Background: an optimization exercise with open tools, aiming at small area and a short achievable clock period. Do not read the settings as production practice.
Only simulation tests tie the RTL to the original design; equivalence was not proved.
No activity file was given, so power comes from the tool's default toggle rates.

Design PPU_gen2, start of the top module:
module PPU_gen2
(
    input wire[1:0] debug_in,
    input wire clk_in,				 
    input wire rst_in,				 
    input wire[2:0] ri_sel_in,		 
    input wire ri_ncs_in,			 
    input wire ri_r_nw_in,			 
    input wire[7:0] ri_d_in,		 
    input wire[7:0] vram_d_in,		 
    output wire[2:0] debug_out,
	output reg vde,
    output reg hsync_out,			 
    output reg vsync_out,			 
    output wire[1:0] r_out,          
    output wire[1:0] g_out,          
    output wire[1:0] b_out,          
    output wire[7:0] ri_d_out,       
    output wire nvbl_out,			 
    output wire[13:0] vram_a_out,	 
    output reg[7:0] vram_d_out,		 
    output reg vram_wr_out			 
);
Size in the first run: roughly 7300 cells after synthesis.
clock: 10.0 ns
lec_check: 0
cap_margin: 10
core_margin: 2
core_utilization: 40
cts_buf_list: sky130_fd_sc_hd__clkbuf_8
cts_cluster_diameter: 60
cts_cluster_size: 16
setup_slack_margin: 5
slew_margin: 10
standard.sh (not shown) runs the stock make flow with config.mk's settings and CLKGATE_MAP_FILE= SYNTH_SCRIPT=/design/flow/synth_recipe.tcl, a recipe that flattens the netlist after the stock synthesis.
==> flow/flow/run.sh <==
#!/bin/bash
# Own flow: the standard synthesis (standard.sh synth, unchanged), then the combinational
# logic between the registers is mapped again by ABC for area (registers, their names and cell
# types kept as the standard synthesis made them), then the standard layout steps, with the
# ports buffered by buf_4 cells instead of the default port buffer cell.
# Each tool's full output goes to a log file of its own in the work folder.
set -euo pipefail
cd "$(dirname "$0")/.."
WORK=$PWD
RES=$WORK/orfs/results/${FLOW_PLATFORM:-sky130hd}/PPU_gen2/base
LIB=$FLOW_HOME/platforms/sky130hd/lib/sky130_fd_sc_hd__tt_025C_1v80.lib

bash standard.sh synth > flow_synth.log 2>&1
cp $RES/1_2_yosys.v $WORK/standard_synth.v

# the register cell types of the standard netlist stay black boxes that ABC cannot touch
SEQ=$(grep -oE '^\s*sky130_fd_sc_hd__(df|edf|sdf|dl)[a-z0-9_]+' $WORK/standard_synth.v | sort -u | tr -d ' ' | tr '\n' ' ')
cat > $WORK/remap.ys <<EOF
read_liberty -ignore_miss_func $LIB
blackbox $SEQ sky130_fd_sc_hd__conb_1
read_verilog $WORK/standard_synth.v
hierarchy -check -top $FLOW_TOP
setattr -set keep 1 t:sky130_fd_sc_hd__df* t:sky130_fd_sc_hd__edf* t:sky130_fd_sc_hd__sdf* t:sky130_fd_sc_hd__dl*
flatten
rename -hide w:*.*
opt -purge
abc -liberty $LIB -dont_use sky130_fd_sc_hd__probe_p_8 -dont_use sky130_fd_sc_hd__probec_p_8 -dont_use sky130_fd_sc_hd__lpflow_bleeder_1 -dont_use sky130_fd_sc_hd__lpflow_clkbufkapwr_1 -dont_use sky130_fd_sc_hd__lpflow_clkbufkapwr_16 -dont_use sky130_fd_sc_hd__lpflow_clkbufkapwr_2 -dont_use sky130_fd_sc_hd__lpflow_clkbufkapwr_4 -dont_use sky130_fd_sc_hd__lpflow_clkbufkapwr_8 -dont_use sky130_fd_sc_hd__lpflow_clkinvkapwr_1 -dont_use sky130_fd_sc_hd__lpflow_clkinvkapwr_16 -dont_use sky130_fd_sc_hd__lpflow_clkinvkapwr_2 -dont_use sky130_fd_sc_hd__lpflow_clkinvkapwr_4 -dont_use sky130_fd_sc_hd__lpflow_clkinvkapwr_8 -dont_use sky130_fd_sc_hd__lpflow_decapkapwr_12 -dont_use sky130_fd_sc_hd__lpflow_decapkapwr_3 -dont_use sky130_fd_sc_hd__lpflow_decapkapwr_4 -dont_use sky130_fd_sc_hd__lpflow_decapkapwr_6 -dont_use sky130_fd_sc_hd__lpflow_decapkapwr_8 -dont_use sky130_fd_sc_hd__lpflow_inputiso0n_1 -dont_use sky130_fd_sc_hd__lpflow_inputiso0p_1 -dont_use sky130_fd_sc_hd__lpflow_inputiso1n_1 -dont_use sky130_fd_sc_hd__lpflow_inputiso1p_1 -dont_use sky130_fd_sc_hd__lpflow_inputisolatch_1 -dont_use sky130_fd_sc_hd__lpflow_isobufsrc_1 -dont_use sky130_fd_sc_hd__lpflow_isobufsrc_16 -dont_use sky130_fd_sc_hd__lpflow_isobufsrc_2 -dont_use sky130_fd_sc_hd__lpflow_isobufsrc_4 -dont_use sky130_fd_sc_hd__lpflow_isobufsrc_8 -dont_use sky130_fd_sc_hd__lpflow_isobufsrckapwr_16 -dont_use sky130_fd_sc_hd__lpflow_lsbuf_lh_hl_isowell_tap_1 -dont_use sky130_fd_sc_hd__lpflow_lsbuf_lh_hl_isowell_tap_2 -dont_use sky130_fd_sc_hd__lpflow_lsbuf_lh_hl_isowell_tap_4 -dont_use sky130_fd_sc_hd__lpflow_lsbuf_lh_isowell_4 -dont_use sky130_fd_sc_hd__lpflow_lsbuf_lh_isowell_tap_1 -dont_use sky130_fd_sc_hd__lpflow_lsbuf_lh_isowell_tap_2 -dont_use sky130_fd_sc_hd__lpflow_lsbuf_lh_isowell_tap_4 -dont_use sky130_fd_sc_hd__fill_1 -dont_use sky130_fd_sc_hd__fill_2 -dont_use sky130_fd_sc_hd__fill_4 -dont_use sky130_fd_sc_hd__fill_8
opt_clean -purge
hilomap -singleton -hicell sky130_fd_sc_hd__conb_1 HI -locell sky130_fd_sc_hd__conb_1 LO
insbuf -buf sky130_fd_sc_hd__buf_4 A X
splitnets
opt_clean -purge
rename -enumerate -pattern remap_% w:\$* c:\$*
tee -o $WORK/remap_stat.txt stat -liberty $LIB
write_verilog -noattr -nohex -nodec $WORK/remapped.v
EOF
yosys -s $WORK/remap.ys > flow_remap.log 2>&1
cat > $WORK/remap_check.ys <<EOF
read_liberty -lib $LIB
read_verilog $WORK/remapped.v
hierarchy -check -top $FLOW_TOP
check -assert -mapped
EOF
yosys -s $WORK/remap_check.ys > flow_remap_check.log 2>&1

# the registers must be the standard synthesis's, by name and cell type
grep -oE '^\s*sky130_fd_sc_hd__(df|edf|sdf|dl)[a-z0-9_]+\s+\S+' $WORK/standard_synth.v | awk '{print $1, $2}' | sort > $WORK/regs_standard.txt
grep -oE '^\s*sky130_fd_sc_hd__(df|edf|sdf|dl)[a-z0-9_]+\s+\S+' $WORK/remapped.v | awk '{print $1, $2}' | sort > $WORK/regs_remapped.txt
cmp $WORK/regs_standard.txt $WORK/regs_remapped.txt

# the layout steps read the remapped netlist in place of the standard one
cp $WORK/remapped.v $RES/1_2_yosys.v
rm -f $RES/1_synth.odb
bash standard.sh "BUFFER_PORTS_ARGS=-buffer_cell sky130_fd_sc_hd__buf_4" finish > flow_layout.log 2>&1
Edit:
PLACE_DENSITY = 0.7   (was default)
What happened:
- flip-flop and latch count stays the same
- die area stays the same
- core utilization is about the same
- total power came out lower by 0.93%
- register-to-register slack improved by 0.05 ns
- worst setup slack improved by 0.016 ns
- via count came out higher by 0.31%

========
PPU_gen2, a different RTL version from the one above (not shown whole).
Size in the first run: ~8,100 cells after synthesis, ~3,100 flip-flops, roughly 69 I/O pins, about 120,000 sq um of cells after synthesis.
==> flow/config.mk <==
export PLATFORM = sky130hd
export DESIGN_NAME = PPU_gen2
export DESIGN_NICKNAME = PPU_gen2
export VERILOG_FILES = /design/flow/design.v
export SDC_FILE = /design/flow/constraint.sdc
export NUM_CORES = 4
export LEC_CHECK = 0
export CAP_MARGIN = 20
export CORE_MARGIN = 2
export CORE_UTILIZATION = 40
export CTS_BUF_LIST = sky130_fd_sc_hd__clkbuf_16
export CTS_CLUSTER_DIAMETER = 80
export CTS_CLUSTER_SIZE = 24
export SETUP_SLACK_MARGIN = 5
export SLEW_MARGIN = 20
==> flow/constraint.sdc <==
create_clock -name core_clock -period 10.0 [get_ports {clk_in}]
set_input_delay 2.0000 -clock core_clock [delete_from_list [all_inputs] [get_ports {clk_in}]]
set_output_delay 2.0000 -clock core_clock [all_outputs]
set_load 0.01 [all_outputs]
run.sh (not shown) runs the stock make flow with config.mk's settings and CLKGATE_MAP_FILE= SYNTH_SCRIPT=/design/flow/synth_recipe.tcl, a recipe that flattens the netlist after the stock synthesis.
Stock flow here: none of the scripts above is used.
==> next run, changes <==
CTS_BUF_LIST = sky130_fd_sc_hd__clkbuf_8   (was sky130_fd_sc_hd__clkbuf_16)
CTS_CLUSTER_DIAMETER = 60   (was 80)
CTS_CLUSTER_SIZE = 16   (was 24)
=> Clock skew grows by 0.096 ns; global-route usage went up by 0.11 points; combinational power barely changes; setup slack is better by 0.018 ns; flip-flop and latch count is unchanged; power goes down by 2.3%; die area is unchanged; count of clock-buffer cells in the layout rises by 82; first-iteration DRC count grows by 2.1%; non-clock buffer count goes down by 2.

## separate check: timing with driven ports
In the flow no input, the clock included, has a driving cell. The finished layouts below were timed again as built, in two steps.
Step 1, drivers: a clkbuf_16 drives clk_in and a buf_2 each remaining input, both assumed.
Step 2 times the ports against the registers' clock, not the clock port: input delays grow and output delays shrink by t, the midpoint of the rising clock arrivals with the driver on.
a / b / c = no drivers / after step 1 / after step 2; a / b = the first two.
| run | t, ns | setup slack, ns | hold slack, ns | worst setup path at the end | worst slew at a driven data input, ns |
|---|---|---|---|---|---|
| the first run of note 1 | 1.087 | 5.000 / 4.783 / 4.458 | 0.445 / 0.445 / 0.445 | input to register | 0.29 |
| the second run of note 1 | 1.095 | 5.017 / 4.827 / 4.408 | 0.355 / 0.355 / 0.355 | input to register | 0.26 |
| the first run of note 2 | 0.954 | 4.999 / 4.938 / 4.154 | 0.352 / 0.352 / 0.352 | input to register | 0.07 |
| the second run of note 2 | 1.139 | 5.016 / 4.979 / 4.170 | 0.314 / 0.314 / 0.314 | input to register | 0.06 |
After both steps setup and hold are still met in every run listed. The setup slack of the second run of note 2, which loses most, moves by -0.037 ns with the drivers and by -0.846 ns with both steps.
